Source: an optimization exercise on an open RTL-to-GDS flow (aim: small area, a short achievable clock period and few clock cycles). Production flows keep margins and buffers that such runs may drop. In this exercise RTL edits were held to simulation tests only and were not proved equivalent to the original.

==> flow/design.v (excerpt) <==
module goldschmidt_divider_q4_4 (
    input  wire       clk,
    input  wire       rst_n,
    input  wire       start,
    input  wire [7:0] numerator,
    input  wire [7:0] denominator,
    output wire [7:0] quotient,
    output reg        valid,
    output reg        error
);
Size: roughly 76 flip-flops, ~29 I/O pins, about 0.0088 mm2 of cells after synthesis.
Settings: LEC_CHECK=0, ABC_AREA=1, CAP_MARGIN=20, CORE_MARGIN=2, CORE_UTILIZATION=55, SETUP_SLACK_MARGIN=2.5, SLEW_MARGIN=20; clock period 8.0 ns.
standard.sh (not shown) runs the stock make flow with config.mk's settings and CLKGATE_MAP_FILE= SYNTH_SCRIPT=/design/flow/synth_recipe.tcl, a recipe that flattens the netlist after the stock synthesis.
==> flow/flow/run.sh <==
#!/bin/bash
set -euo pipefail
bash standard.sh MATCH_CELL_FOOTPRINT=0 'BUFFER_PORTS_ARGS=-buffer_cell sky130_fd_sc_hd__buf_2' finish > standard.log 2>&1
Testbench counts at the start, summed over its fixed seeds: cycles 32,000.
Change:
Settings changed: CORE_UTILIZATION 55 to 50, SETUP_SLACK_MARGIN 2.5 to 2.0.
- final area decreases by 8.3%
- worst setup slack is worse by 130 ps
- global-route usage decreases by 1.7 points
- flip-flop and latch count is unchanged
- first-iteration DRC count decreases by 4.6%
- final cell count decreases by 1.2%
- non-clock buffer count decreases by 28
- wire length decreases by 2.2%
- worst hold slack is about the same
Change:
Settings changed: CORE_UTILIZATION 50 to 55, SETUP_SLACK_MARGIN 2.0 to 2.25.
What happened:
- count of clock-buffer cells in the layout is unchanged
- synthesized cell count stays the same
- sequential cell count does not change
- setup slack improves by 100 ps
Change:
Settings changed: SETUP_SLACK_MARGIN 2.25 to 2.0.
What happened:
- register-to-register slack degrades by 120 ps
- routed wire length is lower by 1.2%
- via count is lower by about 0.9%
- worst hold slack hardly moves
- cell count is about the same
- design area is lower by about 2%
- worst setup slack degrades by 120 ps
- non-clock buffer count is lower by 4
- utilization is lower by 1.2 points
- global-route usage barely changes
Change:
==> flow/flow/run.sh (replaced) <==
#!/bin/bash
# The standard layout (the standard.sh: ORFS synthesis to the final
# layout, unchanged), with two settings changed: timing repair may swap a cell
# for one of another footprint (sky130hd's platform config restricts repair to
# same-footprint sizes), and the buffer put on every input and output port is
# a buf_2 rather than the resizer's default pick. The whole ORFS run's output
# goes to standard.log.
set -euo pipefail
bash standard.sh MATCH_CELL_FOOTPRINT=0 'BUFFER_PORTS_ARGS=-buffer_cell sky130_fd_sc_hd__buf_2' finish > standard.log 2>&1
Settings changed: SETUP_SLACK_MARGIN 2.0 to 1.5.
Cell area came out lower by 1.4%.
Routed wire length hardly moves.
Worst hold slack hardly moves.
Global-route usage does not change.
Synthesized cell count does not change.
Register-to-register slack degrades by 250 ps.
Final cell count stays flat.
Setup slack gets worse by 250 ps.
Change:
==> flow/flow/run.sh (replaced) <==
#!/bin/bash
set -euo pipefail
bash standard.sh MATCH_CELL_FOOTPRINT=0 'BUFFER_PORTS_ARGS=-buffer_cell sky130_fd_sc_hd__buf_2' finish > standard.log 2>&1
Settings changed: SETUP_SLACK_MARGIN 1.5 to 1.0.
The changed run went through all stages and came out clean.
Synthesized area stays the same.
Non-clock buffer count stays the same.
Clock skew stays the same.
Worst hold slack is unchanged.
Sequential share of layout area is unchanged.
Core utilization is unchanged.
Die area stays the same.
Worst setup slack does not change.
Final area stays the same.


goldschmidt_divider_q4_4 again, from the RTL that the note above started with.
export LEC_CHECK = 0
export ABC_AREA = 1
export CAP_MARGIN = 20
export CORE_MARGIN = 2
export CORE_UTILIZATION = 70
export SETUP_SLACK_MARGIN = 1.5
export SLEW_MARGIN = 20
create_clock -name core_clock -period 8.0 [get_ports {clk}]
==> flow/flow/run.sh <==
#!/bin/bash
set -euo pipefail
bash standard.sh MATCH_CELL_FOOTPRINT=0 'BUFFER_PORTS_ARGS=-buffer_cell sky130_fd_sc_hd__buf_2' finish > standard.log 2>&1
Testbench counts at the start, summed over its fixed seeds: cycles 32,000.
Then changed:
--- a/flow/config.mk
+++ b/flow/config.mk
@@ -6,8 +6,7 @@
 export NUM_CORES = 4
 export LEC_CHECK = 0
-export ABC_AREA = 1
 export CAP_MARGIN = 20
 export CORE_MARGIN = 2
-export CORE_UTILIZATION = 70
+export CORE_UTILIZATION = 55
 export SETUP_SLACK_MARGIN = 1.5
 export SLEW_MARGIN = 20
Die area goes up by 46%.
Global-route usage goes down by 12 points.
Then changed:
--- a/flow/config.mk
+++ b/flow/config.mk
@@ -6,7 +6,8 @@
 export NUM_CORES = 4
 export LEC_CHECK = 0
+export ABC_AREA = 1
 export CAP_MARGIN = 20
 export CORE_MARGIN = 2
 export CORE_UTILIZATION = 55
-export SETUP_SLACK_MARGIN = 1.5
+export SETUP_SLACK_MARGIN = 1.75
 export SLEW_MARGIN = 20
After rerunning: Synthesized cell count went down by a few percent. Final area is lower by roughly a tenth. Critical path depth came out higher by 15. Clock skew rises by 0.0065 ns. Non-clock buffer count went down by 22.
Then changed:
--- a/flow/config.mk
+++ b/flow/config.mk
@@ -9,5 +9,5 @@
 export CAP_MARGIN = 20
 export CORE_MARGIN = 2
-export CORE_UTILIZATION = 55
-export SETUP_SLACK_MARGIN = 1.75
+export CORE_UTILIZATION = 60
+export SETUP_SLACK_MARGIN = 2.0
 export SLEW_MARGIN = 20
What happened:
- critical path depth shrinks by 2
- worst setup slack gets better by 0.10 ns
- routed wire length is about the same
- first-iteration DRC count grows by 2.6%
- flip-flop and latch count does not change
- sequential share of layout area shrinks by 0.14 points


goldschmidt_divider_q4_4, a different RTL version from the one above (not shown whole).
Size: about 1,300 cells after synthesis, ~83 flip-flops, roughly 29 I/O pins, about 0.0090 mm2 of cells after synthesis.
export LEC_CHECK = 0
export ABC_AREA = 1
export CAP_MARGIN = 20
export CORE_MARGIN = 2
export CORE_UTILIZATION = 40
export SLEW_MARGIN = 20
create_clock -name core_clock -period 8.0 [get_ports {clk}]
Scripts as last shown in full above: flow/flow/run.sh
Testbench counts at the start, summed over its fixed seeds: cycles 32,000.
Rerun with:
--- a/flow/config.mk
+++ b/flow/config.mk
@@ -9,4 +9,5 @@
 export CAP_MARGIN = 20
 export CORE_MARGIN = 2
-export CORE_UTILIZATION = 40
+export CORE_UTILIZATION = 55
+export SETUP_SLACK_MARGIN = 1.0
 export SLEW_MARGIN = 20
After rerunning: Synthesized area stays the same; setup slack gets better by 0.26 ns; count of clock-buffer cells in the layout grows by 4; final cell count shrinks by 4.1%; sequential share of layout area grows by 0.20 points; global-route usage grows by 6.4 points; cell area shrinks by 1.1%; sequential cell count is unchanged.

[afterwards: timing with drivers on the ports]
No port has a modelled driver above. Below, the same layouts with a new extraction and two added sets of constraints.
Step 1: set_driving_cell puts a clkbuf_16 on clk and a buf_2 on each other input, an assumption about the parent block.
Step 2, shift: input delay + t, output delay - t, t = (earliest + latest rising clock arrival at the registers) / 2. This alone moves slack from input paths to output paths.
a / b / c = ideal / step 1 / step 2; a / b = the first two.
run | t (ns) | slack for setup (ns) | clock arrival spread, ns | worst register clock-pin slew, ns | worst data-port slew with drivers (ns)
the first run of note 1 | 0.378 | 2.546 / 2.529 / 2.546 | 0.016 / 0.015 | 0.07 / 0.07 | 0.03
the second run of note 1 | 0.385 | 2.412 / 2.403 / 2.257 | 0.017 / 0.017 | 0.07 / 0.07 | 0.03
the third run of note 1 | 0.374 | 2.517 / 2.476 / 2.284 | 0.015 / 0.016 | 0.07 / 0.07 | 0.03
the fourth run of note 1 | 0.374 | 2.399 / 2.399 / 2.301 | 0.013 / 0.013 | 0.07 / 0.07 | 0.03
the fifth run of note 1 | 0.373 | 2.148 / 2.148 / 2.148 | 0.015 / 0.015 | 0.07 / 0.07 | 0.03
the sixth run of note 1 | 0.373 | 2.148 / 2.148 / 2.148 | 0.015 / 0.015 | 0.07 / 0.07 | 0.03
the first run of note 2 | 0.378 | 1.741 / 1.741 / 1.741 | 0.009 / 0.010 | 0.07 / 0.07 | 0.03
the second run of note 2 | 0.380 | 1.890 / 1.842 / 1.643 | 0.011 / 0.010 | 0.06 / 0.06 | 0.03
the third run of note 2 | 0.374 | 2.280 / 2.280 / 2.280 | 0.015 / 0.014 | 0.07 / 0.07 | 0.03
the fourth run of note 2 | 0.371 | 2.382 / 2.382 / 2.382 | 0.011 / 0.011 | 0.07 / 0.07 | 0.03
the first run of note 3 | 0.382 | 1.266 / 1.225 / 1.543 | 0.015 / 0.015 | 0.07 / 0.07 | 0.03
the second run of note 3 | 0.376 | 1.525 / 1.483 / 1.622 | 0.011 / 0.010 | 0.06 / 0.06 | 0.03
After both steps every run listed still meets setup and hold. For the second run of note 2, which loses most, drivers alone change the setup slack by -0.048 ns; drivers and shift together by -0.247 ns.
